Context: an optimization exercise on an open-source flow, tuned for a short achievable clock period and few clock cycles. The choices shown serve that exercise and are no tape-out recipe. Function was checked by simulation only, so behaviour that the tests miss may differ from the original. Power figures rest on the tool's default switching activity, not on a simulated workload.

===== flow/design.v =====
`timescale 1ns / 1ps
module cpu(clk,reset,imem_addr,imem_rdata,dmem_addr,dmem_wdata,dmem_we,dmem_rdata,r1,r2,r3,r4,r5,r10);
input clk,reset;
output [31:0] imem_addr;
input  [31:0] imem_rdata;
output [31:0] dmem_addr,dmem_wdata;
output dmem_we;
input  [31:0] dmem_rdata;
output [31:0] r1,r2,r3,r4,r5,r10;
reg  [31:1] pc_f;                
reg  [31:0] ir_d;                
reg  [31:1] pc_d;
reg         pt_d;                
reg  [31:1] sa_d, sb_d;          
reg         v_d;
reg  [31:0] opa_e, opb_e, sd_e;  
reg         fam_e, fbm_e;        
reg         fal_e, fbl_e;        
reg         fsl_e, fsm_e;        
reg  [1:0]  op_e;                
reg  [4:0]  rd_e;
reg         wr_e, ld_e, st_e;
reg         br_e, pt_e;          
reg  [31:1] alt_e;               
reg         mis_q;               
reg  [31:1] alt_q;
reg  [31:0] res_m, sd_m;
reg  [4:0]  rd_m;
reg         wr_m, ld_m, st_m;
reg  [31:0] rf [1:31];
assign imem_addr  = {pc_f, 1'b0};
assign dmem_addr  = res_m;
assign dmem_wdata = sd_m;
assign dmem_we    = st_m;
assign r1 = rf[1];
assign r2 = rf[2];
assign r3 = rf[3];
assign r4 = rf[4];
assign r5 = rf[5];
assign r10 = rf[10];
wire [31:0] wb_data = ld_m ? dmem_rdata : res_m;
integer i;
always @(posedge clk or posedge reset)
    if (reset) begin
        for (i = 1; i < 32; i = i + 1) rf[i] <= i;
    end else if (wr_m) begin
        rf[rd_m] <= wb_data;
    end
wire [31:0] a_e = fam_e ? res_m : opa_e;
wire [31:0] b_e = fbm_e ? res_m : opb_e;
wire [31:0] s_e = fsl_e ? dmem_rdata : fsm_e ? res_m : sd_e;
wire [31:0] la_e = fal_e ? dmem_rdata : a_e;
wire [31:0] lb_e = fbl_e ? dmem_rdata : b_e;
wire eq_e  = (la_e == lb_e);
wire        sub_e = (op_e == 2'd1);
wire [31:0] sum_e;
add32 u_add32(.a(a_e), .b(b_e ^ {32{sub_e}}), .cin(sub_e), .s(sum_e));
wire [31:0] logic_e = op_e[0] ? (la_e | lb_e) : (la_e & lb_e);
wire [31:0] alu_e = op_e[1] ? logic_e : sum_e;
wire mis_e = br_e && !mis_q && (eq_e != pt_e);
reg ex_zero;
always @(*)
    case (op_e)
        2'd0: ex_zero = ((opa_e ^ opb_e) == {(opa_e[30:0] | opb_e[30:0]), 1'b0});
        2'd1: ex_zero = (opa_e == opb_e);
        2'd2: ex_zero = ((opa_e & opb_e) == 32'd0);
        default: ex_zero = ((opa_e | opb_e) == 32'd0);
    endcase
always @(posedge clk or posedge reset)
    if (reset) begin
        wr_m <= 1'b0;
        ld_m <= 1'b0;
        st_m <= 1'b0;
    end else begin
        wr_m <= wr_e && !mis_q;
        ld_m <= ld_e && !mis_q;
        st_m <= st_e && !mis_q;
    end
always @(posedge clk or posedge reset)
    if (reset) mis_q <= 1'b0;
    else       mis_q <= mis_e && !mis_q;
always @(posedge clk) begin
    res_m <= alu_e;
    sd_m  <= s_e;
    rd_m  <= rd_e;
    alt_q <= alt_e;
end
wire [6:0] opc = ir_d[6:0];
wire is_lw  = (opc == 7'b0000011);
wire is_sw  = (opc == 7'b0100011);
wire is_beq = (opc == 7'b1100011);
wire is_alu = ~(is_lw | is_sw | is_beq);
wire [4:0] rs1 = ir_d[19:15];
wire [4:0] rs2 = ir_d[24:20];
wire [4:0] rd  = ir_d[11:7];
wire [3:0] funct = {ir_d[30], ir_d[14:12]};
wire [1:0] aluop = ~is_alu ? 2'd0 :
                   (funct == 4'b1000) ? 2'd1 :
                   (funct == 4'b0111) ? 2'd2 :
                   (funct == 4'b0110) ? 2'd3 : 2'd0;
wire [31:0] imm_i = {{20{ir_d[31]}}, ir_d[31:20]};
wire [31:0] imm_s = {{20{ir_d[31]}}, ir_d[31:25], ir_d[11:7]};
wire [31:1] off_d = {{19{ir_d[31]}}, ir_d[31], ir_d[7], ir_d[30:25], ir_d[11:8]};
reg  [31:0] rf1, rf2;
always @(*) begin
    rf1 = 32'd0;
    rf2 = 32'd0;
    for (i = 1; i < 32; i = i + 1) begin
        rf1 = rf1 | ({32{sa_d[i]}} & rf[i]);
        rf2 = rf2 | ({32{sb_d[i]}} & rf[i]);
    end
end
wire e1 = wr_e && (rd_e == rs1);
wire e2 = wr_e && (rd_e == rs2);
wire m1 = wr_m && (rd_m == rs1);
wire m2 = wr_m && (rd_m == rs2);
wire imm_b = is_lw || is_sw;
wire [31:0] va = m1 ? wb_data : rf1;
wire [31:0] vb = m2 ? wb_data : rf2;
wire logic_op = is_alu && aluop[1];
wire stall = v_d && ld_e && ((e1 && !is_beq && !logic_op) || (e2 && is_alu && !logic_op));
wire go = v_d && !mis_q && !stall;
wire [31:1] tgt_d = pc_d + off_d;
wire [31:1] seq_d = pc_d + 31'd2;
wire [31:1] alt_d = pt_d ? seq_d : tgt_d;
wire same  = (rs1 == rs2);
wire ml1 = m1 && ld_m;
wire ml2 = m2 && ld_m;
wire [31:0] ca = m1 ? res_m : rf1;
wire [31:0] cb = m2 ? res_m : rf2;
wire z1 = (rs1 == 5'd0);
wire z2 = (rs2 == 5'd0);
wire exok  = !ld_e && !fal_e && !fbl_e && !fam_e && !fbm_e;    
wire res_d = same || (exok && ((e1 && z2) || (e2 && z1))) || (!e1 && !e2 && ((z2 && !ml1) || (z1 && !ml2)));
wire eq_d  = same ? 1'b1 : (e1 || e2) ? ex_zero : ((z2 && ca == 32'd0) || (z1 && cb == 32'd0));
wire mis_d = go && is_beq && res_d && (eq_d != pt_d);
always @(posedge clk or posedge reset)
    if (reset) begin
        wr_e <= 1'b0;
        ld_e <= 1'b0;
        st_e <= 1'b0;
        br_e <= 1'b0;
    end else begin
        wr_e <= go && !is_sw && !is_beq && (rd != 5'd0);
        ld_e <= go && is_lw;
        st_e <= go && is_sw;
        br_e <= go && is_beq && !res_d;
    end
always @(posedge clk) begin
    opa_e <= va;
    opb_e <= is_lw ? imm_i : is_sw ? imm_s : vb;
    sd_e  <= vb;
    fam_e <= e1 && !ld_e;
    fbm_e <= e2 && !ld_e && !imm_b;
    fal_e <= e1 && ld_e;
    fbl_e <= e2 && ld_e && !imm_b;
    fsl_e <= e2 && ld_e;
    fsm_e <= e2 && !ld_e;
    op_e  <= aluop;
    rd_e  <= rd;
    pt_e  <= pt_d;
    alt_e <= alt_d;
end
wire [31:0] fi = imem_rdata;
wire        f_beq = (fi[6:0] == 7'b1100011);
wire        f_pt  = f_beq && ((fi[19:15] == fi[24:20]) || fi[31]);
wire [11:0] f_off = {fi[31], fi[7], fi[30:25], fi[11:8]};
wire [12:0] f_lo;
wire [31:13] f_hip, f_him;
add12  u_add12 (.a(pc_f[12:1]), .b(f_off), .s(f_lo));
incdec u_incdec(.x(pc_f[31:13]), .xp(f_hip), .xm(f_him));
wire [31:1]  f_seq = pc_f + 31'd2;
wire        redir = mis_q | mis_d;
wire [31:1] rpc   = mis_q ? alt_q : alt_d;
wire        take  = f_pt && !stall;
wire [31:13] keep_hi = stall ? pc_f[31:13] : f_seq[31:13];
wire [31:13] t1 = f_off[11] ? pc_f[31:13] : f_hip;    
wire [31:13] t0 = f_off[11] ? f_him : pc_f[31:13];    
wire [12:1]  keep_lo = stall ? pc_f[12:1] : f_seq[12:1];
wire [31:1]  pc_next;
pc_mux u_pc_mux(.c(f_lo[12]), .sum(f_lo[11:0]), .take(take), .keep_lo(keep_lo),
                .keep_hi(keep_hi), .t1(t1), .t0(t0), .redir(redir), .rpc(rpc), .npc(pc_next));
always @(posedge clk or posedge reset)
    if (reset) begin
        pc_f <= 31'd0;
        v_d  <= 1'b0;
    end else begin
        pc_f <= pc_next;
        if (redir)
            v_d <= 1'b0;
        else if (!stall)
            v_d <= 1'b1;
    end
integer j;
always @(posedge clk)
    if (!stall) begin
        ir_d <= imem_rdata;
        pc_d <= pc_f;
        pt_d <= f_pt;
        for (j = 1; j < 32; j = j + 1) begin
            sa_d[j] <= (fi[19:15] == j);
            sb_d[j] <= (fi[24:20] == j);
        end
    end
endmodule
module add32(a, b, cin, s);
input  [31:0] a, b;
input         cin;
output [31:0] s;
wire [31:0] g0 = (a & b) | ({31'd0, cin} & (a | b));
wire [31:0] p0 = a | b;
wire [31:0] g1 = g0 | (p0 & {g0[30:0], 1'b0});
wire [31:0] p1 = p0 & {p0[30:0], 1'b0};
wire [31:0] g2 = g1 | (p1 & {g1[29:0], 2'b0});
wire [31:0] p2 = p1 & {p1[29:0], 2'b0};
wire [31:0] g3 = g2 | (p2 & {g2[27:0], 4'b0});
wire [31:0] p3 = p2 & {p2[27:0], 4'b0};
wire [31:0] g4 = g3 | (p3 & {g3[23:0], 8'b0});
wire [31:0] p4 = p3 & {p3[23:0], 8'b0};
wire [31:0] g5 = g4 | (p4 & {g4[15:0], 16'b0});
wire [31:0] c  = {g5[30:0], cin};
assign s = a ^ b ^ c;
endmodule
module add12(a, b, s);
input  [11:0] a, b;
output [12:0] s;
wire [11:0] g0 = a & b, p0 = a | b;
wire [11:0] g1 = g0 | (p0 & {g0[10:0], 1'b0});
wire [11:0] p1 = p0 & {p0[10:0], 1'b0};
wire [11:0] g2 = g1 | (p1 & {g1[9:0], 2'b0});
wire [11:0] p2 = p1 & {p1[9:0], 2'b0};
wire [11:0] g3 = g2 | (p2 & {g2[7:0], 4'b0});
wire [11:0] p3 = p2 & {p2[7:0], 4'b0};
wire [11:0] g4 = g3 | (p3 & {g3[3:0], 8'b0});
wire [12:0] c  = {g4, 1'b0};
assign s = {c[12], (a ^ b ^ c[11:0])};
endmodule
module pc_mux(c, sum, take, keep_lo, keep_hi, t1, t0, redir, rpc, npc);
input         c, take, redir;
input  [11:0] sum, keep_lo;
input  [18:0] keep_hi, t1, t0;
input  [30:0] rpc;
output [30:0] npc;
assign npc = redir ? rpc : take ? {(c ? t1 : t0), sum} : {keep_hi, keep_lo};
endmodule
module incdec(x, xp, xm);
input  [18:0] x;
output [18:0] xp, xm;
assign xp = x + 19'd1;
assign xm = x - 19'd1;
endmodule

===== flow/flow/run.sh =====
#!/bin/bash
set -euo pipefail
MARGIN=${MARGIN:-9.0}
bash standard.sh SETUP_SLACK_MARGIN=$MARGIN "BUFFER_PORTS_ARGS=-buffer_cell sky130_fd_sc_hd__buf_6" finish > flow_make.log 2>&1

===== flow/standard.sh =====
#!/bin/bash
# synth_recipe.tcl (not shown) runs the flow's synth.tcl, then flattens the netlist and writes it again
# the make line also repeats each setting of config.mk as NAME=value (left out here)
make -C /OpenROAD-flow-scripts/flow DESIGN_CONFIG=/design/flow/config.mk WORK_HOME=/design/flow/orfs CLKGATE_MAP_FILE= SYNTH_SCRIPT=/design/flow/synth_recipe.tcl "${@:-finish}"

===== flow/config.mk =====
export PLATFORM = sky130hd
export DESIGN_NAME = cpu
export DESIGN_NICKNAME = cpu
export VERILOG_FILES = /design/flow/design.v
export SDC_FILE = /design/flow/constraint.sdc
export NUM_CORES = 4
export LEC_CHECK = 0
export CAP_MARGIN = 40
export CORE_MARGIN = 2
export CORE_UTILIZATION = 40
export CTS_CLUSTER_DIAMETER = 80
export CTS_CLUSTER_SIZE = 20
export PLACE_DENSITY = 0.6
export SETUP_SLACK_MARGIN = 5
export SLEW_MARGIN = 60
export SYNTH_HIERARCHICAL = 1
export TNS_END_PERCENT = 100

===== flow/constraint.sdc =====
create_clock -name core_clock -period 13.0 [get_ports {clk}]
set_input_delay 2.6000 -clock core_clock [delete_from_list [all_inputs] [get_ports {clk}]]
set_output_delay 2.6000 -clock core_clock [all_outputs]
set_load 0.01 [all_outputs]

==> key figures, run 1 <==
Run status
  • Outcome: no timing/DRC/antenna violations

Setup path
  • Worst Path Max Fanout: 11
  • CP bufs+invs: 5
  • Largest stage delay, worst path: 600 ps
  • Critical path arrival: 5140 ps
  • CP top delay family: simple AND/OR/NAND/NOR gates
  • Critical Path RT: 13680 ps
  • CP Launch Type: flip-flop
  • Crit Path Class: flip-flop to flip-flop
  • Crit path capture type: flip-flop
  • Worst R2R Setup Slack: 8530 ps
  • Worst path cell trace: buf_12 -> buf_16 -> a22o_1 -> a221oi_2 -> nand3_1 -> or4_4 -> nor4_4 -> nand4_1 -> nor3_4 -> or4_4 -> o2111ai_4 -> buf_12 -> buf_16 -> buf_8 -> nand2_1 -> o221ai_2
  • Critical-path top delay cell: or4_4

Floorplan
  • Chip width: 428 um
  • Row count: 155
  • Die Ht: 428 um
  • # IOs: 355
  • Core ar.: 0.178 mm2
  • Die area: 0.183 mm2
  • Initial core utilization: 0.403

Flow run
  • Max-cap violations: 0

Cells and area
  • Layout cell share with drive strength beyond 1: 0.222
  • Post-layout util: 0.498
  • Nets: 8468
  • Post-Layout Cell Count: 10.6k
  • Final-layout fill cell count: 16.4k
  • Area growth syn-to-layout: 23.6%
  • Final instance area: 0.0888 mm2

Global route
  • Gr usage total: 0.392
  • GRT Residual Overflow: 0
  • Vias in the first global route: 66.6k
  • Initial antenna violation count: 22
  • First-pass GRT wire length: 513 mm
  • Largest net degree at the start of global routing: 73

Timing
  • Unrepaired setup endpoints after global routing: yes
  • Final Setup Violations: 0
  • Final hold slack: 330 ps
  • Skew final: 48.3 ps
  • Max transition margin: 0.522
  • Final period util: 0.344
  • Max Freq: 224 MHz
  • Fin. Hold Viols: 0
  • Worst slew pin tran: 717 ps
  • Final max-slew violation count: 0
  • Fin crit period: 4470 ps

Route
  • DR pass1 iterations: 17
  • Vias: 71.3k
  • Vias per cell: 6.72
  • Routed Antenna Nets: 0
  • Routed WL per cell: 35.1 um
  • Initial DRC Count: 14.3k
  • WL final: 372 mm
  • DRC: 0

Synthesis
  • Post-synth EDFFs: 126
  • Synth cell types: 106
  • Avg Inst Size Synth: 9.33 um2
  • Synth async-reset ratio: 0.738
  • Syn Nets: 8014
  • Top FF cell, synth: dfrtp_1
  • Area of the mapped netlist: 0.0719 mm2
  • FF+latch count, synth: 1399
  • Yosys warns: 8
  • Syn Inst Count: 7699
  • Register area share after synthesis: 0.481

Clock tree
  • CTS Buffer Depth: 3
  • Worst-skew pair later-pin latency: 820 ps
  • Clock-pin slew on the worst setup and hold paths: 80 ps
  • CTS Sinks: 1399
  • CTS Buf Count: 100
  • H-tree Lvls: 3
  • CTS tree: yes
  • Root buf cell: clkbuf_16

Hold path
  • HP Class: flip-flop to flip-flop

Placed design
  • Placed Cells: 10.0k
  • IO Port Bufs: 353
  • Placed wire-length estimate: 225 mm
  • Dpl cell area: 0.0800 mm2
  • Routability cong.: 1.01

Pwr
  • Lkg Pwr: 36.6 nW
  • P per Cell Area: 201 mW/mm2
  • Peak VDD IR: 0.127 mV
[cells in the final DEF (no fill, tap or decap), types with 22 or more instances in the layout]
| cell | Yosys | layout |
|---|---|---|
| a21oi_1 | 760 | 759 |
| a221oi_1 | 143 | 132 |
| a222oi_1 | 64 | 64 |
| a22o_1 | 140 | 140 |
| a22oi_1 | 618 | 614 |
| buf_12 | 0 | 81 |
| buf_16 | 0 | 33 |
| buf_4 | 7 | 368 |
| buf_6 | 7 | 401 |
| buf_8 | 0 | 43 |
| clkbuf_1 | 540 | 28 |
| clkbuf_16 | 0 | 110 |
| dfrtp_1 | 952 | 737 |
| dfrtp_2 | 0 | 213 |
| dfstp_2 | 80 | 79 |
| dfxtp_1 | 241 | 199 |
| dfxtp_2 | 0 | 35 |
| edfxtp_1 | 126 | 126 |
| ha_1 | 245 | 241 |
| inv_1 | 293 | 289 |
| mux2_2 | 95 | 95 |
| mux2i_1 | 184 | 152 |
| mux2i_4 | 0 | 29 |
| nand2_1 | 662 | 637 |
| nand3_1 | 206 | 203 |
| nand4_1 | 121 | 121 |
| nor2_1 | 856 | 827 |
| nor2_4 | 2 | 22 |
| nor2b_1 | 25 | 23 |
| nor3_1 | 79 | 67 |
| nor4_1 | 69 | 53 |
| o21ai_0 | 534 | 522 |
| or4_4 | 1 | 35 |
| xnor2_1 | 115 | 115 |
| xor2_1 | 134 | 134 |
[cell usage after synthesis, drive strengths merged (69+ instances only)]
library cell / n / area share
dfrtp: 952 / 0.33
nor2: 858 / 0.045
a21oi: 760 / 0.053
nand2: 663 / 0.035
a22oi: 618 / 0.065
clkbuf: 541 / 0.028
o21ai: 541 / 0.038
inv: 294 / 0.015
ha: 245 / 0.043
dfxtp: 241 / 0.067
nand3: 206 / 0.014
mux2i: 184 / 0.026
a221oi: 143 / 0.017
a22o: 140 / 0.017
xor2: 134 / 0.016
edfxtp: 126 / 0.053
nand4: 124 / 0.011
xnor2: 115 / 0.014
mux2: 96 / 0.015
nor3: 82 / 0.0059
dfstp: 80 / 0.029
nor4: 71 / 0.0066
buf: 69 / 0.0050
[metrics by stage]
step / power, mW / setup WS (ps) / setup TNS, ps
after detailed placement: 13.6 / 7440 / 0
after global placement: 13.4 / 6910 / 0
after global routing: 18.6 / 8670 / 0
final: 17.9 / 8530 / 0
after floorplan: 10.4 / -3760 / -3580010
after CTS: 17.4 / 8810 / 0
[path summary, 6_finish.rpt]
check | startpoint | to | depth (start not counted)
worst min-delay path | alt_e[27] | alt_q[27] | 0
min in group asynchronous | reset | rf[28][7] | 3
worst max register to register | sa_d[20] | pc_f[19] | 16
max in group asynchronous | reset | rf[1][25] | 8
worst min register to register | alt_e[27] | alt_q[27] | 0
worst max-delay path | sa_d[20] | pc_f[19] | 16
[power breakdown]
group          switching (mW)  internal [mW]  leakage, nW
combinational            3.91           2.79         20.3
sequential               1.74           6.04         14.7
clock                    1.82           1.57         1.60
total                    7.47           10.4         36.6
[per-module statistics from Yosys, one instance, submodules excluded]
module | flip-flops and latches | cells inside | area (um2)
cpu | 1399 | 7014 | 67000
add32 | 0 | 337 | 2370
pc_mux | 0 | 127 | 896
add12 | 0 | 117 | 881
incdec | 0 | 104 | 708
[layout make-up]
type | count | area [um2] | share of cell area
Antenna cell | 19 | 47.5 | 0.000535
Clock buffer | 135 | 2750 | 0.0309
Clock inverter | 47 | 581 | 0.00653
Inverter | 295 | 1120 | 0.0126
Multi-Input combinational cell | 5401 | 35300 | 0.398
Sequential cell | 1399 | 34900 | 0.393
Tap cell | 2355 | 2950 | 0.0332
Timing Repair Buffer | 956 | 11200 | 0.126
[registers in the layout, indices dropped and copies added, names as in the netlist, 2 cells and up]
register  cells
rf          992
res_m        32
op_e          2
pc_f         31
alt_e        31
opb_e        32
sd_m         32
pc_d         31
ir_d         32
sb_d         31
rd_m          5
rd_e          5
opa_e        32
sa_d         31
sd_e         32
alt_q        31
[per-layer routing]
metal / wire, um / track usage / share of wire / vias to the layer above
met3: 53300 / 0.175 / 0.14 / 2279
met4: 37800 / 0.282 / 0.10 / 31
li1: - / - / - / 28700
met2: 148000 / 0.549 / 0.40 / 6194
met1: 132000 / 0.473 / 0.35 / 34100
met5: 685 / 0.0206 / 0.0018 / -
[kinds of logic (layout without fill, tap and decap cells)]
| kind of cell | after synthesis | count (layout) | share of synthesized area |
|---|---|---|---|
| xor+xnor | 249 | 249 | 0.0303 |
| other cells | 1 | 20 | 0.0000522 |
| flops | 1399 | 1399 | 0.481 |
| fa+ha+maj | 249 | 249 | 0.0438 |
| simple gates | 2193 | 2199 | 0.137 |
| buf+inv | 905 | 1433 | 0.0487 |
| mux | 280 | 280 | 0.0407 |
| compound gates | 2423 | 2423 | 0.219 |
[timing repair]
item	in CTS	in global routing
pin swaps	43	31
gates cloned	24	7
setup buffers	272	54
hold buffers	0	0
endpoints found under the setup margin	288	139
resized for setup	523	76
Testbench counts, summed over its fixed seeds: cycles 13,414.
==> run 2, diff against run 1 <==
--- a/flow/config.mk
+++ b/flow/config.mk
@@ -8,8 +8,6 @@
 export CAP_MARGIN = 40
 export CORE_MARGIN = 2
 export CORE_UTILIZATION = 40
-export CTS_CLUSTER_DIAMETER = 80
-export CTS_CLUSTER_SIZE = 20
 export PLACE_DENSITY = 0.6
 export SETUP_SLACK_MARGIN = 5
 export SLEW_MARGIN = 60
==> run 2 against run 1 <==
Effect of this change:
- still clean
- core utilization is 1.1 points higher
- global-route usage is 0.071 points lower
- area after synthesis stayed put
- first-iteration DRC count is 2.2% higher
- sequential share of layout area is 0.79 points lower
- count of clock-buffer cells in the layout is 83 higher
- cell count is 1.0% higher
- clock power is 41% higher
- combinational power is 2% higher
- critical endpoint is now pc_f[31]
- largest power group unchanged
- highest routed layer unchanged
==> key figures, run 2 <==
Run status
  • Outcome: no timing/DRC/antenna violations

Cells and area
  • Nets: 8519 (+0.60%)
  • Layout cell share with drive strength beyond 1: 0.231 (+0.00877)
  • Area growth syn-to-layout: 26.3%
  • Largest reg by FF count: rf
  • Commonest non-fill, non-tap cells in the layout: 829 x nor2_1, 759 x a21oi_1, 737 x dfrtp_1
  • Final-layout fill cell count: 16.2k (-1.1%)
  • Leading cell type in the layout, fill and taps excluded: nor2_1
  • Max FFs per register: 992 (unchanged)

Setup path
  • Worst R2R Setup Slack: 8350 ps (-190 ps)
  • Crit Path Class: flip-flop to flip-flop
  • Largest stage delay, worst path: 570 ps (-30 ps)
  • CP bufs+invs: 6 (+1)
  • Worst Path Max Fanout: 12 (+1)
  • Crit path capture type: flip-flop
  • CP Launch Type: flip-flop
  • Worst path cell trace: buf_12 -> buf_16 -> a22o_1 -> a221oi_2 -> nand3_1 -> or4_4 -> nor4_4 -> nand4_1 -> nor3_4 -> buf_4 -> nor2_2 -> o2111ai_4 -> buf_6 -> buf_12 -> buf_16 -> nand2_1 -> o221ai_2
  • Critical-path top delay cell: or4_4
  • Critical Path RT: 13720 ps (+40 ps)
  • CP top delay family: simple AND/OR/NAND/NOR gates
  • Critical path arrival: 5370 ps (+230 ps)

Synthesis
  • Area of the mapped netlist: 0.0719 mm2 (unchanged)
  • FF+latch count, synth: 1399 (unchanged)
  • Syn Nets: 8014 (unchanged)
  • Share of the synthesized area in the top cell type: 0.332 (unchanged)
  • Yosys warns: 8 (unchanged)
  • Register area share after synthesis: 0.481 (unchanged)
  • Post-synth EDFFs: 126 (unchanged)
  • Post-synth top cells: 952 x dfrtp_1, 856 x nor2_1, 760 x a21oi_1
  • Top FF cell, synth: dfrtp_1
  • Synth cell types: 106 (unchanged)
  • Synth area leader: dfrtp_1
  • Most common cell in the netlist: dfrtp_1
  • Syn Inst Count: 7699 (unchanged)
  • Area contributors post-synth: dfrtp_1 33%, dfxtp_1 6.7%, a22oi_1 6.5%, a21oi_1 5.3%, edfxtp_1 5.3%
  • Avg Inst Size Synth: 9.33 um2 (unchanged)
  • Synth async-reset ratio: 0.738 (unchanged)

Flow run
  • Max-cap violations: 0 (unchanged)

Route
  • WL final: 370 mm (-0.49%)
  • Routed Antenna Nets: 0 (unchanged)
  • DR pass1 iterations: 17 (unchanged)
  • Vias per cell: 6.69 (-0.53%)
  • DRC: 0 (unchanged)
  • Vias: 71.7k (+0.50%)
  • Initial DRC Count: 14.7k (+2.2%)
  • Routed WL per cell: 34.5 um (-1.5%)

Clock tree
  • Clock-pin slew on the worst setup and hold paths: 60 ps (-20 ps)
  • Root buf cell: clkbuf_16
  • Worst-skew pair later-pin latency: 870 ps (+50 ps)
  • CTS Buffer Depth: 3 (unchanged)
  • Hold buffer count at CTS: 0 (unchanged)
  • CTS Buf Count: 156 (+56%)
  • CTS tree: yes
  • H-tree Lvls: 4 (+1)
  • CTS Sinks: 1399 (unchanged)

Global route
  • Largest net degree at the start of global routing: 73 (unchanged)
  • Vias in the first global route: 67.6k (+1.4%)
  • Global routing's busiest layer: met2
  • Initial antenna violation count: 24 (+9.1%)
  • Met2 Track Usage GR: 0.550 (about the same)
  • Gr usage total: 0.391 (-0.000709)
  • First-pass GRT wire length: 513 mm (about the same)
  • GRT Residual Overflow: 0 (unchanged)
  • Met3 GRT Util: 0.177 (+0.00202)
  • Met1 GRT Util: 0.468 (-0.00527)

Timing
  • Unrepaired setup endpoints after global routing: yes
  • Max transition margin: 0.525 (+0.00351)
  • Fin crit period: 4650 ps (+188 ps)
  • Fin. Hold Viols: 0 (unchanged)
  • Worst slew pin tran: 712 ps (-5.27 ps)
  • Setup_tns: 0 ps (unchanged)
  • Final period util: 0.358 (+0.0145)
  • Skew final: 59.2 ps (+11.0 ps)
  • Final max-slew violation count: 0 (unchanged)
  • Final Setup Violations: 0 (unchanged)
  • Max Freq: 215 MHz (-4.0%)

Floorplan
  • Chip width: 428 um (unchanged)
  • Core ar.: 0.178 mm2 (unchanged)
  • Row count: 155 (unchanged)
  • Die area: 0.183 mm2 (unchanged)
  • Initial core utilization: 0.403 (unchanged)
  • Die Ht: 428 um (unchanged)
  • # IOs: 355 (unchanged)

Pwr
  • Lkg Pwr: 37.6 nW (+2.7%)
  • Final Total Pwr: 19.3 mW (+8.2%)
  • Peak VDD IR: 0.133 mV (+4.9%)
  • P per Cell Area: 213 mW/mm2 (+5.9%)

Placed design
  • IO Port Bufs: 353 (unchanged)
  • Placed wire-length estimate: 225 mm (unchanged)
  • Routability cong.: 1.01 (unchanged)

Hold path
  • HP Class: flip-flop to flip-flop
[run 2: cell counts after synthesis]
Identical to the previous run, type by type.
[run 2: path summary, 6_finish.rpt]
check | startpoint | to | cells past startpoint
setup / recovery | sa_d[20] | pc_f[31] | 17
hold / removal | alt_e[13] | alt_q[13] | 0
setup reg to reg | sa_d[20] | pc_f[31] | 17
hold reg to reg | alt_e[13] | alt_q[13] | 0
max in group asynchronous | reset | rf[5][25] | 8
min in group asynchronous | reset | rf[2][8] | 3
[run 2: cells by family (layout without fill, tap and decap cells)]
| logic type | count (synthesis) | after routing | synth area share |
|---|---|---|---|
| AO/OA/AOI/OAI | 2423 | 2423 | 0.219 |
| XOR/XNOR | 249 | 249 | 0.0303 |
| adder cells (fa/ha/maj) | 249 | 249 | 0.0438 |
| buffers and inverters | 905 | 1536 | 0.0487 |
| flip-flops | 1399 | 1399 | 0.481 |
| multiplexers | 280 | 280 | 0.0407 |
| other | 1 | 27 | 0.0000522 |
| AND/OR/NAND/NOR | 2193 | 2199 | 0.137 |
[run 2: report_power, final]
part | leakage (nW) | switching [mW] | internal (mW)
combinational | 20.2 | 4.00 | 2.84
clock | 2.68 | 1.99 | 2.78
sequential | 14.7 | 1.67 | 6.06
[run 2: layout make-up]
cell class | count | area, um2 | share of cell area
clock inverters | 72 | 936 | 0.0103
inverters | 295 | 1120 | 0.0123
flip-flops and latches | 1399 | 34900 | 0.385
repair buffers | 951 | 11000 | 0.121
diodes | 26 | 65.1 | 0.000717
multi-input cells | 5401 | 35300 | 0.389
well taps | 2355 | 2950 | 0.0325
clock buffers | 218 | 4510 | 0.0497
[run 2: per-layer routing]
layer  vias up  wire, um
li1      28900         -
met1     34300    130000
met2      6196    148000
met3      2230     53400
met4        24     38000
met5         -       554
[run 2: Yosys stat by module, one instance, submodules excluded]
module  times used  flip-flops and latches  cells  cell area (um2)
cpu              1                    1399   7014            67000
add32            1                       0    337             2370
pc_mux           1                       0    127              896
add12            1                       0    117              881
incdec           1                       0    104              708
[run 2: per-stage QoR]
step | cell area, um2 | worst slack, ps | std cells | utilization | hold WS [ps]
floorplan | 72000 | -3760 | 7699 | - | 310
global route | 90700 | 8530 | 10700 | 0.509 | 329
detailed placement | 80000 | 7440 | 10000 | 0.448 | 313
finish | 90800 | 8350 | 10700 | 0.509 | 315
global placement | 78500 | 6910 | 9979 | 0.440 | 312
CTS | 89900 | 8760 | 10700 | 0.504 | 315
[run 2: what timing repair did]
action	4_1_cts	5_1_grt
pin swaps	38	17
setup buffers	311	15
gates cloned	20	6
endpoints found under the setup margin	298	159
resized for setup	541	51
[run 2: worst reg2reg max path, stage by stage, from the launching register on]
cell	delay [ps]
edfxtp_1	460
buf_12	200
buf_16	180
a22o_1	220
a221oi_2	260
nand3_1	120
or4_4	570
nor4_4	520
nand4_1	420
nor3_4	340
buf_4	160
nor2_2	50
o2111ai_4	330
buf_6	160
buf_12	140
buf_16	160
nand2_1	110
o221ai_2	110
==> run 3, diff against run 2 <==
--- a/flow/design.v
+++ b/flow/design.v
@@ -124,15 +124,11 @@
 wire [31:1] seq_d = pc_d + 31'd2;
 wire [31:1] alt_d = pt_d ? seq_d : tgt_d;
 wire same  = (rs1 == rs2);
-wire ml1 = m1 && ld_m;
-wire ml2 = m2 && ld_m;
-wire [31:0] ca = m1 ? res_m : rf1;
-wire [31:0] cb = m2 ? res_m : rf2;
 wire z1 = (rs1 == 5'd0);
 wire z2 = (rs2 == 5'd0);
 wire exok  = !ld_e && !fal_e && !fbl_e && !fam_e && !fbm_e;    
-wire res_d = same || (exok && ((e1 && z2) || (e2 && z1))) || (!e1 && !e2 && ((z2 && !ml1) || (z1 && !ml2)));
-wire eq_d  = same ? 1'b1 : (e1 || e2) ? ex_zero : ((z2 && ca == 32'd0) || (z1 && cb == 32'd0));
+wire res_d = same || (exok && ((e1 && z2) || (e2 && z1)));
+wire eq_d  = same || ex_zero;
 wire mis_d = go && is_beq && res_d && (eq_d != pt_d);
 always @(posedge clk or posedge reset)
     if (reset) begin
--- a/flow/config.mk
+++ b/flow/config.mk
@@ -8,6 +8,8 @@
 export CAP_MARGIN = 40
 export CORE_MARGIN = 2
 export CORE_UTILIZATION = 40
+export CTS_CLUSTER_DIAMETER = 80
+export CTS_CLUSTER_SIZE = 20
 export PLACE_DENSITY = 0.6
 export SETUP_SLACK_MARGIN = 5
 export SLEW_MARGIN = 60
==> run 3 against run 2 <==
Effect of this change:
- worst setup slack better by 440 ps
- via count decreased by 4.4%
- clock power fell by 31%
- combinational power decreased by 6.3%
- non-clock buffer count fell by 67
- critical path depth shrank 16
- synthesized cell count down 2.0%
- count of clock-buffer cells in the layout down 94
- highest routed layer unchanged
==> key figures, run 3 <==
Pwr
  • Lkg Pwr: 35.8 nW (-4.8%)
  • P per Cell Area: 202 mW/mm2 (-5.2%)
  • Final Total Pwr: 17.3 mW (-11%)
  • Peak VDD IR: 0.115 mV (-13%)

Floorplan
  • Chip width: 426 um (-0.35%)
  • Core ar.: 0.178 mm2 (-0.33%)
  • Die Ht: 426 um (-0.35%)
  • Die area: 0.182 mm2 (-0.70%)
  • # IOs: 355 (unchanged)
  • Initial core utilization: 0.401 (-0.00153)
  • Row count: 155 (unchanged)

Setup path
  • CP top delay family: flip-flops
  • CP Launch Type: flip-flop
  • Largest stage delay, worst path: 660 ps (+90 ps)
  • Worst path cell trace: buf_6
  • Crit path capture type: output pin
  • Critical-path top delay cell: dfstp_2
  • Crit Path Class: flip-flop to output pin
  • Critical Path RT: 10400 ps (-3320 ps)
  • Worst Path Max Fanout: 2 (-10)
  • CP bufs+invs: 1 (-5)
  • Critical path arrival: 1610 ps (-3760 ps)
  • Critical R2R Launch: ir_d[8]
  • Critical Path Start: rf[2][1]

Timing
  • Worst slew pin tran: 713 ps (+0.868 ps)
  • Max Freq: 238 MHz (+11%)
  • Final hold slack: 327 ps (+12.5 ps)
  • Final max-slew violation count: 0 (unchanged)
  • Unrepaired setup endpoints after global routing: yes
  • Max transition margin: 0.525 (-0.000579)
  • Fin crit period: 4210 ps (-444 ps)
  • Skew final: 48.8 ps (-10.4 ps)
  • Final Setup Violations: 0 (unchanged)
  • Fin. Hold Viols: 0 (unchanged)
  • Setup ws final: 8790 ps (+444 ps)
  • Final period util: 0.324 (-0.0342)

Clock tree
  • CTS Buf Count: 96 (-38%)
  • CTS Sinks: 1399 (unchanged)
  • Worst-skew pair later-pin latency: 810 ps (-60 ps)
  • H-tree Lvls: 3 (-1)
  • CTS tree: yes
  • Clock-pin slew on the worst setup and hold paths: 90 ps (+30 ps)
  • Root buf cell: clkbuf_16
  • CTS Buffer Depth: 3 (unchanged)

Cells and area
  • Max FFs per register: 992 (unchanged)
  • Post-layout util: 0.482 (-0.0271)
  • Post-Layout Cell Count: 10.4k (-3.4%)
  • Area growth syn-to-layout: 20.1%
  • Commonest non-fill, non-tap cells in the layout: 776 x nor2_1, 754 x dfrtp_1, 713 x a21oi_1
  • Final-layout fill cell count: 16.5k (+1.7%)
  • Nets: 8233 (-3.4%)
  • Largest reg by FF count: rf
  • Layout cell share with drive strength beyond 1: 0.204 (-0.0267)
  • Leading cell type in the layout, fill and taps excluded: nor2_1

Route
  • Vias per cell: 6.62 (-1.0%)
  • Vias: 68.5k (-4.4%)
  • Initial DRC Count: 12.8k (-13%)
  • Routed WL per cell: 33.6 um (-2.8%)
  • WL final: 348 mm (-6.1%)
  • DRC: 0 (unchanged)
  • Routed Antenna Nets: 0 (unchanged)
  • DR pass1 iterations: 12 (-5)

Global route
  • First-pass GRT wire length: 482 mm (-6.0%)
  • Vias in the first global route: 64.5k (-4.5%)
  • Largest net degree at the start of global routing: 79 (+8.2%)
  • Gr usage total: 0.371 (-0.0203)
  • GRT Residual Overflow: 0 (unchanged)
  • Initial antenna violation count: 19 (-21%)

Placed design
  • Setup WS pre-CTS: 8070 ps (+630 ps)
  • Routability cong.: 1.05 (+4.3%)
  • Placed wire-length estimate: 216 mm (-3.8%)
  • Placed Cells: 9943 (-0.98%)
  • IO Port Bufs: 353 (unchanged)

Synthesis
  • Post-synth EDFFs: 126 (unchanged)
  • Most common cell in the netlist: dfrtp_1
  • Register area share after synthesis: 0.484 (+0.00341)
  • Multiplexer share of the synthesized area: 0.0484 (+0.00772)
  • Post-synth top cells: 952 x dfrtp_1, 789 x nor2_1, 714 x a21oi_1
  • Synth area leader: dfrtp_1
  • Top FF cell, synth: dfrtp_1
  • Simple-Gate Fraction of Synth Area: 0.126 (-0.0107)
  • Synth cell types: 97 (-8.5%)
  • Syn Nets: 7858 (-1.9%)
  • Area of the mapped netlist: 0.0714 mm2 (-0.71%)
  • Yosys warns: 8 (unchanged)
  • Avg Inst Size Synth: 9.46 um2 (+1.3%)
  • Adder-Cell Fraction of Synth Area: 0.0441 (+0.000311)
  • Post-synthesis compound-gate area fraction: 0.218 (-0.00109)
  • Largest family of logic cells by synthesized area: compound AO/OA/AOI/OAI gates
  • FF+latch count, synth: 1399 (unchanged)
  • Share of the synthesized area in the top cell type: 0.334 (+0.00235)
  • Synth async-reset ratio: 0.738 (unchanged)
  • Post-Synth XOR/XNOR Area: 0.0307 (+0.000338)
  • Area contributors post-synth: dfrtp_1 33%, dfxtp_1 6.8%, edfxtp_1 5.3%, a21oi_1 5.0%, ha_1 4.3%
  • Syn Inst Count: 7543 (-2.0%)

Flow run
  • Max-cap violations: 0 (unchanged)

Run status
  • Outcome: no timing/DRC/antenna violations

Hold path
  • Hold path startpoint: alt_e[27]
  • HP Class: flip-flop to flip-flop
## run 3: area by class of cell
| cell class | instances | area [um2] | share of cell area |
|---|---|---|---|
| clock buffer | 124 | 2540 | 0.0296 |
| multi-input combinational | 5240 | 34400 | 0.402 |
| antenna | 10 | 25.0 | 0.000292 |
| tap | 2355 | 2950 | 0.0344 |
| clock inverter | 43 | 533 | 0.00622 |
| inverter | 297 | 1120 | 0.0131 |
| timing repair buffer | 884 | 9210 | 0.108 |
| sequential | 1399 | 34900 | 0.407 |
## run 3: Yosys stat by module (local to each module, per instance)
module	copies in the design	cells inside
cpu	1	6858
add32	1	337
pc_mux	1	127
add12	1	117
incdec	1	104
## run 3: report_power, final
part           switching [mW]  total (mW)  internal [mW]  leakage (nW)
clock                    1.78        3.29           1.51          1.48
combinational            3.65        6.41           2.76          19.6
sequential               1.57        7.61           6.03          14.7
## run 3: per-layer routing
metal,routed length [um],GRT usage,vias to the layer above
li1,-,-,28000
met1,124000,0.457,33000
met2,139000,0.519,5749
met3,50400,0.151,1797
met4,33000,0.271,20
met5,303,0.00714,-
## run 3: stage by stage
stage / cell area, um2 / TNS (ps)
floorplan: 71400 / -3580010
global placement: 78100 / 0
detailed placement: 80000 / 0
CTS: 84600 / 0
global route: 85700 / 0
finish: 85700 / 0
## run 3: cell families after synthesis
logic type / count (synthesis)
DFF: 1399
buffers and inverters: 904
other: 1
and+or+nand+nor: 2055
muxes: 333
adders and majority gates: 249
xor gates and xnor gates: 250
AOI/OAI and AO/OA: 2352
## run 3: final timing paths
path	end	slack, ps	cells past startpoint
worst max-delay path	r2[1]	8790	1
worst min-delay path	alt_q[27]	330	0
worst max register to register	pc_f[31]	9150	14
worst min register to register	alt_q[27]	330	0
max in group asynchronous	rf[3][22]	9390	7
min in group asynchronous	rf[29][5]	1800	3
## run 3: timing repair
item,CTS,global route
hold buffers,0,0
endpoints found under the setup margin,257,219
pin swaps,1,0
cloned,1,1
setup buffers,158,64
resized for setup,232,47
Testbench counts of run 3, summed over its fixed seeds: cycles 13,436.
==> run 4, diff against run 3 <==
--- a/flow/design.v
+++ b/flow/design.v
@@ -15,6 +15,8 @@
 reg         v_d;
 reg  [31:0] opa_e, opb_e, sd_e;  
 reg         fam_e, fbm_e;        
+reg  [31:0] bx_e;                
+reg         fbp_e, fbn_e;        
 reg         fal_e, fbl_e;        
 reg         fsl_e, fsm_e;        
 reg  [1:0]  op_e;                
@@ -25,6 +27,7 @@
 reg         mis_q;               
 reg  [31:1] alt_q;
 reg  [31:0] res_m, sd_m;
+reg  [31:0] res_n;               
 reg  [4:0]  rd_m;
 reg         wr_m, ld_m, st_m;
 reg  [31:0] rf [1:31];
@@ -32,19 +35,20 @@
 assign dmem_addr  = res_m;
 assign dmem_wdata = sd_m;
 assign dmem_we    = st_m;
-assign r1 = rf[1];
-assign r2 = rf[2];
-assign r3 = rf[3];
-assign r4 = rf[4];
-assign r5 = rf[5];
-assign r10 = rf[10];
+assign r1 = rf[1] ^ 32'd1;
+assign r2 = rf[2] ^ 32'd2;
+assign r3 = rf[3] ^ 32'd3;
+assign r4 = rf[4] ^ 32'd4;
+assign r5 = rf[5] ^ 32'd5;
+assign r10 = rf[10] ^ 32'd10;
 wire [31:0] wb_data = ld_m ? dmem_rdata : res_m;
 integer i;
 always @(posedge clk or posedge reset)
     if (reset) begin
-        for (i = 1; i < 32; i = i + 1) rf[i] <= i;
-    end else if (wr_m) begin
-        rf[rd_m] <= wb_data;
+        for (i = 1; i < 32; i = i + 1) rf[i] <= 32'd0;
+    end else begin
+        for (i = 1; i < 32; i = i + 1)
+            if (wr_m && rd_m == i) rf[i] <= wb_data ^ i;
     end
 wire [31:0] a_e = fam_e ? res_m : opa_e;
 wire [31:0] b_e = fbm_e ? res_m : opb_e;
@@ -53,8 +57,9 @@
 wire [31:0] lb_e = fbl_e ? dmem_rdata : b_e;
 wire eq_e  = (la_e == lb_e);
 wire        sub_e = (op_e == 2'd1);
+wire [31:0] bs_e  = fbp_e ? res_m : fbn_e ? res_n : bx_e;
 wire [31:0] sum_e;
-add32 u_add32(.a(a_e), .b(b_e ^ {32{sub_e}}), .cin(sub_e), .s(sum_e));
+add32 u_add32(.a(a_e), .b(bs_e), .cin(sub_e), .s(sum_e));
 wire [31:0] logic_e = op_e[0] ? (la_e | lb_e) : (la_e & lb_e);
 wire [31:0] alu_e = op_e[1] ? logic_e : sum_e;
 wire mis_e = br_e && !mis_q && (eq_e != pt_e);
@@ -81,6 +86,7 @@
     else       mis_q <= mis_e && !mis_q;
 always @(posedge clk) begin
     res_m <= alu_e;
+    res_n <= ~alu_e;
     sd_m  <= s_e;
     rd_m  <= rd_e;
     alt_q <= alt_e;
@@ -106,8 +112,8 @@
     rf1 = 32'd0;
     rf2 = 32'd0;
     for (i = 1; i < 32; i = i + 1) begin
-        rf1 = rf1 | ({32{sa_d[i]}} & rf[i]);
-        rf2 = rf2 | ({32{sb_d[i]}} & rf[i]);
+        rf1 = rf1 | ({32{sa_d[i]}} & (rf[i] ^ i));
+        rf2 = rf2 | ({32{sb_d[i]}} & (rf[i] ^ i));
     end
 end
 wire e1 = wr_e && (rd_e == rs1);
@@ -145,6 +151,9 @@
 always @(posedge clk) begin
     opa_e <= va;
     opb_e <= is_lw ? imm_i : is_sw ? imm_s : vb;
+    bx_e  <= (is_lw ? imm_i : is_sw ? imm_s : vb) ^ {32{aluop == 2'd1}};
+    fbp_e <= e2 && !ld_e && !imm_b && aluop != 2'd1;
+    fbn_e <= e2 && !ld_e && !imm_b && aluop == 2'd1;
     sd_e  <= vb;
     fam_e <= e1 && !ld_e;
     fbm_e <= e2 && !ld_e && !imm_b;
@@ -199,37 +208,44 @@
         end
     end
 endmodule
-module add32(a, b, cin, s);
-input  [31:0] a, b;
-input         cin;
-output [31:0] s;
-wire [31:0] g0 = (a & b) | ({31'd0, cin} & (a | b));
-wire [31:0] p0 = a | b;
-wire [31:0] g1 = g0 | (p0 & {g0[30:0], 1'b0});
-wire [31:0] p1 = p0 & {p0[30:0], 1'b0};
+module ks32(g, p, co);
+input  [31:0] g, p;
+output [31:0] co;
+wire [31:0] g1 = g  | (p  & {g[30:0], 1'b0});
+wire [31:0] p1 = p  & {p[30:0], 1'b0};
 wire [31:0] g2 = g1 | (p1 & {g1[29:0], 2'b0});
 wire [31:0] p2 = p1 & {p1[29:0], 2'b0};
 wire [31:0] g3 = g2 | (p2 & {g2[27:0], 4'b0});
 wire [31:0] p3 = p2 & {p2[27:0], 4'b0};
 wire [31:0] g4 = g3 | (p3 & {g3[23:0], 8'b0});
 wire [31:0] p4 = p3 & {p3[23:0], 8'b0};
-wire [31:0] g5 = g4 | (p4 & {g4[15:0], 16'b0});
-wire [31:0] c  = {g5[30:0], cin};
-assign s = a ^ b ^ c;
-endmodule
-module add12(a, b, s);
-input  [11:0] a, b;
-output [12:0] s;
-wire [11:0] g0 = a & b, p0 = a | b;
-wire [11:0] g1 = g0 | (p0 & {g0[10:0], 1'b0});
-wire [11:0] p1 = p0 & {p0[10:0], 1'b0};
+assign co = g4 | (p4 & {g4[15:0], 16'b0});
+endmodule
+module ks12(g, p, co);
+input  [11:0] g, p;
+output [11:0] co;
+wire [11:0] g1 = g  | (p  & {g[10:0], 1'b0});
+wire [11:0] p1 = p  & {p[10:0], 1'b0};
 wire [11:0] g2 = g1 | (p1 & {g1[9:0], 2'b0});
 wire [11:0] p2 = p1 & {p1[9:0], 2'b0};
 wire [11:0] g3 = g2 | (p2 & {g2[7:0], 4'b0});
 wire [11:0] p3 = p2 & {p2[7:0], 4'b0};
-wire [11:0] g4 = g3 | (p3 & {g3[3:0], 8'b0});
-wire [12:0] c  = {g4, 1'b0};
-assign s = {c[12], (a ^ b ^ c[11:0])};
+assign co = g3 | (p3 & {g3[3:0], 8'b0});
+endmodule
+module add32(a, b, cin, s);
+input  [31:0] a, b;
+input         cin;
+output [31:0] s;
+wire [31:0] co;
+ks32 u_ks(.g((a & b) | ({31'd0, cin} & (a | b))), .p(a | b), .co(co));
+assign s = a ^ b ^ {co[30:0], cin};
+endmodule
+module add12(a, b, s);
+input  [11:0] a, b;
+output [12:0] s;
+wire [11:0] co;
+ks12 u_ks(.g(a & b), .p(a | b), .co(co));
+assign s = {co[11], (a ^ b ^ {co[10:0], 1'b0})};
 endmodule
 module pc_mux(c, sum, take, keep_lo, keep_hi, t1, t0, redir, rpc, npc);
 input         c, take, redir;
--- a/flow/config.mk
+++ b/flow/config.mk
@@ -7,10 +7,10 @@
 export LEC_CHECK = 0
 export CAP_MARGIN = 40
 export CORE_MARGIN = 2
-export CORE_UTILIZATION = 40
+export CORE_UTILIZATION = 55
 export CTS_CLUSTER_DIAMETER = 80
 export CTS_CLUSTER_SIZE = 20
-export PLACE_DENSITY = 0.6
+export PLACE_DENSITY = 0.7
 export SETUP_SLACK_MARGIN = 5
 export SLEW_MARGIN = 60
 export SYNTH_HIERARCHICAL = 1
==> run 4 against run 3 <==
Effect of this change:
- global-route usage rose by 9.6 points
- design area down 0.11%
- via count increased by 2.4%
- sequential cell count is 66 higher
- still clean on timing, DRC and antenna
- total power down 2.6%
- area after synthesis up 5.5%
- wire length fell by 3.4%
- synthesized cell count rose by 7.3%
- hold slack improved by 4.9 ps
==> key figures, run 4 <==
Run status
  • Outcome: no timing/DRC/antenna violations

Cells and area
  • Max FFs per register: 992 (unchanged)
  • Nets: 8426 (+2.3%)
  • Final instance area: 0.0856 mm2 (-0.11%)
  • Commonest non-fill, non-tap cells in the layout: 999 x nand2_1, 896 x dfrtp_1, 794 x o21ai_0
  • Leading cell type in the layout, fill and taps excluded: nand2_1
  • Largest reg by FF count: rf
  • Layout cell share with drive strength beyond 1: 0.159 (-0.0453)
  • Area growth syn-to-layout: 13.6%

Synthesis
  • Avg Inst Size Synth: 9.30 um2 (-1.7%)
  • Syn Nets: 8410 (+7.0%)
  • Yosys warns: 8 (unchanged)
  • Area of the mapped netlist: 0.0753 mm2 (+5.5%)
  • Syn Inst Count: 8095 (+7.3%)

Route
  • Routed Antenna Nets: 0 (unchanged)
  • DR pass1 iterations: 13 (+1)
  • DRC: 0 (unchanged)
  • Initial DRC Count: 13.2k (+2.9%)
  • Routed WL per cell: 33.7 um (+0.37%)
  • Vias: 70.1k (+2.4%)
  • WL final: 336 mm (-3.4%)
  • Vias per cell: 7.04 (+6.4%)

Setup path
  • Crit Path Class: flip-flop to output pin
  • CP bufs+invs: 1 (unchanged)
  • Crit path capture type: output pin
  • Critical path arrival: 1430 ps (-180 ps)
  • Worst path cell trace: buf_6
  • Largest stage delay, worst path: 510 ps (-150 ps)
  • Critical Path RT: 10400 ps (about the same)
  • Worst Path Max Fanout: 2 (unchanged)
  • Critical-path top delay cell: dfrtp_2
  • CP top delay family: flip-flops
  • CP Launch Type: flip-flop

Global route
  • GRT Residual Overflow: 0 (unchanged)
  • Gr usage total: 0.467 (+0.0963)
  • First-pass GRT wire length: 472 mm (-2.2%)
  • Largest net degree at the start of global routing: 81 (+2.5%)
  • Initial antenna violation count: 17 (-2)
  • Vias in the first global route: 65.5k (+1.5%)

Floorplan
  • Core ar.: 0.136 mm2 (-24%)
  • # IOs: 355 (unchanged)
  • Row count: 135 (-13%)
  • Die Ht: 374 um (-12%)
  • Die area: 0.140 mm2 (-23%)
  • Chip width: 374 um (-12%)
  • Initial core utilization: 0.555 (+0.154)

Placed design
  • Routability cong.: 1.02 (-3.1%)
  • Dpl cell area: 0.0812 mm2 (+1.5%)
  • Setup WS pre-CTS: 7980 ps (-87.6 ps)
  • Placed wire-length estimate: 208 mm (-3.7%)
  • IO Port Bufs: 353 (unchanged)

Timing
  • Max Freq: 248 MHz (+4.5%)
  • Final Setup Violations: 0 (unchanged)
  • Final max-slew violation count: 0 (unchanged)
  • Unrepaired setup endpoints after global routing: yes
  • Final period util: 0.310 (-0.0140)
  • Setup ws final: 8970 ps (+182 ps)
  • Max transition margin: 0.511 (-0.0135)
  • Fin crit period: 4030 ps (-182 ps)
  • Worst slew pin tran: 733 ps (+20.3 ps)
  • Skew final: 29.5 ps (-19.4 ps)
  • Fin. Hold Viols: 0 (unchanged)

Pwr
  • Seq pwr share: 0.470 (+0.030)
  • Lkg Pwr: 36.5 nW (+1.9%)
  • Switching pwr: 6.81 mW (-2.8%)
  • Peak VDD IR: 0.107 mV (-6.8%)
  • P per Cell Area: 197 mW/mm2 (-2.5%)
  • Internal power: 10.0 mW (-2.4%)
  • Switching share of power: 0.404 (-0.00100)
  • Power share of the clock group: 0.183 (-0.007)
  • Combinational Power Share: 0.347 (-0.023)

Hold path
  • HP Class: flip-flop to flip-flop

Clock tree
  • CTS Buf Count: 89 (-7.3%)
  • Clock-pin slew on the worst setup and hold paths: 80 ps (about the same)
  • Hold buffer count at CTS: 0 (unchanged)
  • CTS tree: yes
  • H-tree Lvls: 3 (unchanged)
  • CTS Buffer Depth: 3 (unchanged)
  • Root buf cell: clkbuf_16
  • Worst-skew pair later-pin latency: 760 ps (-50 ps)
  • CTS Sinks: 1465 (+4.7%)

Flow run
  • Max-cap violations: 0 (unchanged)
-- run 4: through the flow --
stage / utilization / TNS (ps) / instances / power [mW] / hold slack [ps]
detailed placement: 0.598 / 0 / 9684 / 13.3 / 312
global placement: 0.587 / 0 / 9606 / 13.0 / 310
floorplan: - / -3948260 / 8095 / 10.7 / 310
finish: 0.631 / 0 / 9960 / 16.9 / 332
global route: 0.631 / 0 / 9947 / 17.6 / 337
CTS: 0.625 / 0 / 9901 / 16.5 / 331
-- run 4: worst paths after layout --
path / start / to / slack, ps / cells after the start
max: rf[5][12] / r5[12] / 8970 / 1
min: alt_e[14] / alt_q[14] / 330 / 0
max reg2reg: ir_d[0] / pc_f[29] / 9180 / 11
min reg2reg: alt_e[14] / alt_q[14] / 330 / 0
max in group asynchronous: reset / pc_f[26] / 9240 / 8
min in group asynchronous: reset / rf[12][24] / 1950 / 3
-- run 4: repair_timing --
item                                    4_1_cts  5_1_grt
endpoints found under the hold margin         0        0
buffers inserted                             72       24
pin swaps                                     0        2
endpoints found under the setup margin      219      148
gates cloned                                  1        3
resized for setup                           162       43
-- run 4: power by group through the flow --
| stage | Sequential (mW) | Clock [mW] | Combinational, mW |
|---|---|---|---|
| 2_1_floorplan | 7.24 | 0 | 3.50 |
| 3_3_place_gp | 7.92 | 0 | 5.07 |
| 3_5_place_dp | 7.96 | 0 | 5.35 |
| 4_1_cts | 7.83 | 3.08 | 5.59 |
| 5_1_grt | 8.02 | 3.23 | 6.31 |
| 6_report | 7.92 | 3.09 | 5.85 |
-- run 4: routing by layer --
layer	vias to the layer above	global-route usage	wire length (um)
met4	16	0.336	33300
met3	2016	0.207	53000
met5	-	0.00995	153
met1	33300	0.583	117000
li1	28700	-	-
met2	6119	0.637	132000
-- run 4: layout make-up --
class | instances | area, um2
Multi-Input combinational cell | 5389 | 35000
Timing Repair Buffer | 729 | 7950
Tap cell | 1781 | 2230
Sequential cell | 1465 | 36000
Antenna cell | 15 | 37.5
Inverter | 437 | 1660
Clock inverter | 23 | 328
Fill cell | 11200 | 50100
Clock buffer | 121 | 2410
Testbench counts of run 4, summed over its fixed seeds: cycles 13,436.
==> run 5, diff against run 4 <==
--- a/flow/config.mk
+++ b/flow/config.mk
@@ -7,10 +7,10 @@
 export LEC_CHECK = 0
 export CAP_MARGIN = 40
 export CORE_MARGIN = 2
-export CORE_UTILIZATION = 55
+export CORE_UTILIZATION = 40
 export CTS_CLUSTER_DIAMETER = 80
 export CTS_CLUSTER_SIZE = 20
-export PLACE_DENSITY = 0.7
+export PLACE_DENSITY = 0.6
 export SETUP_SLACK_MARGIN = 5
 export SLEW_MARGIN = 60
 export SYNTH_HIERARCHICAL = 1
==> run 5 against run 4 <==
Effect of this change:
- combinational power up 6.5%
- critical endpoint is now r10[7]
- design area grew 3.0%
- total power increased by 3.6%
- sequential share of layout area shrank 1.1 points
- count of clock-buffer cells in the layout grew 3
==> key figures, run 5 <==
Run status
  • Outcome: no timing/DRC/antenna violations

Setup path
  • Largest stage delay, worst path: 520 ps (about the same)
  • Critical path arrival: 1500 ps (+70 ps)
  • Critical-path top delay cell: dfrtp_2
  • Worst Path Max Fanout: 2 (unchanged)
  • Reg2Reg Depth: 12 (+1)
  • Critical Path RT: 10400 ps (about the same)
  • CP top delay family: flip-flops
  • Reg-to-reg endpoint: pc_f[29]
  • CP Launch Type: flip-flop
  • Critical path depth: 1 (unchanged)
  • Critical R2R Launch: ir_d[2]
  • Worst path cell trace: buf_6
  • Crit Path Class: flip-flop to output pin
  • Crit path capture type: output pin
  • CP bufs+invs: 1 (unchanged)
  • Worst R2R Setup Slack: 9140 ps (-40 ps)

Route
  • Top Layer Used: met5
  • Vias per cell: 6.43 (-8.7%)
  • WL final: 359 mm (+6.8%)
  • Routed wl met3: 49.5 mm (-6.6%)
  • Met2 WL: 148 mm (+12%)
  • DR pass1 iterations: 10 (-3)
  • Initial DRC Count: 12.5k (-4.6%)
  • Routed Antenna Nets: 0 (unchanged)
  • DRC: 0 (unchanged)
  • Wire length on met1: 128 mm (+8.9%)
  • Vias: 69.7k (-0.59%)
  • Routed WL per cell: 33.1 um (-1.9%)

Timing
  • Skew final: 53.4 ps (+23.9 ps)
  • Max transition margin: 0.538 (+0.0270)
  • Unrepaired setup endpoints after global routing: yes
  • Final max-slew violation count: 0 (unchanged)
  • Final period util: 0.316 (+0.00584)
  • Setup_tns: 0 ps (unchanged)
  • Worst slew pin tran: 693 ps (-40.5 ps)
  • Max Freq: 244 MHz (-1.8%)
  • Fin crit period: 4100 ps (+75.9 ps)
  • Final hold slack: 321 ps (-11.5 ps)
  • Fin. Hold Viols: 0 (unchanged)
  • Setup ws final: 8900 ps (-75.9 ps)
  • Final Setup Violations: 0 (unchanged)

Floorplan
  • Chip width: 438 um (+17%)
  • # IOs: 355 (unchanged)
  • Die Ht: 438 um (+17%)
  • Initial core utilization: 0.402 (-0.153)
  • Die area: 0.192 mm2 (+37%)
  • Core ar.: 0.187 mm2 (+38%)
  • Row count: 159 (+18%)

Cells and area
  • Area growth syn-to-layout: 17.1%
  • Final instance area: 0.0882 mm2 (+3.0%)
  • Post-Layout Cell Count: 10.8k (+8.9%)
  • Layout cell share with drive strength beyond 1: 0.185 (+0.0259)
  • Commonest non-fill, non-tap cells in the layout: 999 x nand2_1, 834 x dfrtp_1, 794 x o21ai_0
  • Largest reg by FF count: rf
  • Nets: 8579 (+1.8%)
  • Post-layout util: 0.470 (-0.161)
  • Final-layout fill cell count: 17.6k (+56%)
  • Max FFs per register: 992 (unchanged)
  • Leading cell type in the layout, fill and taps excluded: nand2_1

Pwr
  • Final Total Pwr: 17.5 mW (+3.6%)
  • Lkg Pwr: 37.3 nW (+2.3%)
  • Peak VDD IR: 0.137 mV (+28%)
  • P per Cell Area: 198 mW/mm2 (+0.54%)

Hold path
  • HP Class: flip-flop to flip-flop
  • Worst Hold Depth: 0 (unchanged)
  • Hold Path End: alt_q[30]
  • Hold path startpoint: alt_e[30]

Placed design
  • Dpl cell area: 0.0823 mm2 (+1.4%)
  • Routability cong.: 0.985 (-3.2%)
  • Setup WS pre-CTS: 8040 ps (+56.8 ps)
  • IO Port Bufs: 353 (unchanged)
  • Placed Cells: 10.4k (+7.7%)
  • Placed wire-length estimate: 226 mm (+8.6%)

Global route
  • Vias in the first global route: 66.4k (+1.4%)
  • First-pass GRT wire length: 501 mm (+6.1%)
  • GRT Residual Overflow: 0 (unchanged)
  • Gr usage total: 0.364 (-0.103)
  • Largest net degree at the start of global routing: 79 (-2.5%)
  • Initial antenna violation count: 18 (+1)

Clock tree
  • CTS Buf Count: 97 (+9.0%)
  • H-tree Lvls: 3 (unchanged)
  • Root buf cell: clkbuf_16
  • Worst-skew pair later-pin latency: 820 ps (+60 ps)
  • CTS tree: yes
  • CTS Sinks: 1465 (unchanged)
  • Clock-pin slew on the worst setup and hold paths: 90 ps (about the same)
  • Hold buffer count at CTS: 0 (unchanged)
  • CTS Buffer Depth: 3 (unchanged)

Synthesis
  • Syn Nets: 8410 (unchanged)
  • Area of the mapped netlist: 0.0753 mm2 (unchanged)
  • Avg Inst Size Synth: 9.30 um2 (unchanged)
  • Yosys warns: 8 (unchanged)
  • Syn Inst Count: 8095 (unchanged)

Flow run
  • Max-cap violations: 0 (unchanged)
[run 5: repair_timing]
item / CTS / global route
buffers inserted: 182 / 21
pin swaps: 1 / 1
endpoints found under the setup margin: 261 / 149
endpoints found under the hold margin: 0 / 0
resized for setup: 252 / 31
[run 5: how the worst max path moves through the flow]
stage	slack, ps	startpoint	end
after floorplan	-3830	reset	br_e
after global placement	7250	reset	rf[4][29]
after detailed placement	8040	imem_rdata[17]	pc_f[16]
after CTS	8880	pc_f[15]	imem_addr[15]
after global routing	8870	rf[10][8]	r10[8]
final	8900	rf[10][7]	r10[7]
[run 5: metal layers]
metal  vias up  GRT usage
li1      29000          -
met1     33700      0.447
met2      5384      0.522
met3      1662      0.137
met4        18      0.259
met5         -    0.00248
[run 5: cell type report]
| cell class | count | area, um2 | share of cell area |
|---|---|---|---|
| flip-flops and latches | 1465 | 36100 | 0.410 |
| clock inverters | 42 | 548 | 0.00622 |
| diodes | 21 | 52.6 | 0.000596 |
| well taps | 2495 | 3120 | 0.0354 |
| repair buffers | 874 | 9080 | 0.103 |
| inverters | 437 | 1670 | 0.0189 |
| clock buffers | 124 | 2610 | 0.0296 |
| multi-input cells | 5389 | 35000 | 0.397 |
[run 5: power breakdown]
| group | internal [mW] | total [mW] | switching, mW |
|---|---|---|---|
| clock | 1.55 | 3.37 | 1.82 |
| combinational | 2.61 | 6.23 | 3.62 |
| sequential | 6.24 | 7.85 | 1.61 |
| total | 10.4 | 17.5 | 7.05 |

[separate check: timing with driven ports]
In the flow no input, the clock included, has a driving cell. The finished layouts below were timed again as built, in two steps.
Step 1 assumes that a clkbuf_16 drives the clock port and a buf_2 every other input.
Step 2 also shifts input and output timing later by t, the mid clock arrival at the registers, as if the neighbouring blocks saw the same clock.
Slacks: ideal ports / drivers / drivers and shift; pairs: ideal ports / drivers.
run	t, ns	slack for setup (ns)	worst setup path after step 2	worst slew at a driven data input, ns
run 1	0.881	8.534 / 8.534 / 8.176	input to register	0.08
run 2	0.923	8.346 / 8.346 / 7.943	input to register	0.08
run 3	0.872	8.790 / 8.703 / 8.093	input to register	0.08
run 4	0.826	8.972 / 8.889 / 8.297	input to register	0.05
run 5	0.875	8.896 / 8.814 / 8.168	input to register	0.12
After both steps every run listed still meets setup and hold. The setup slack of run 5, which loses most, moves by -0.082 ns with the drivers and by -0.728 ns with both steps.
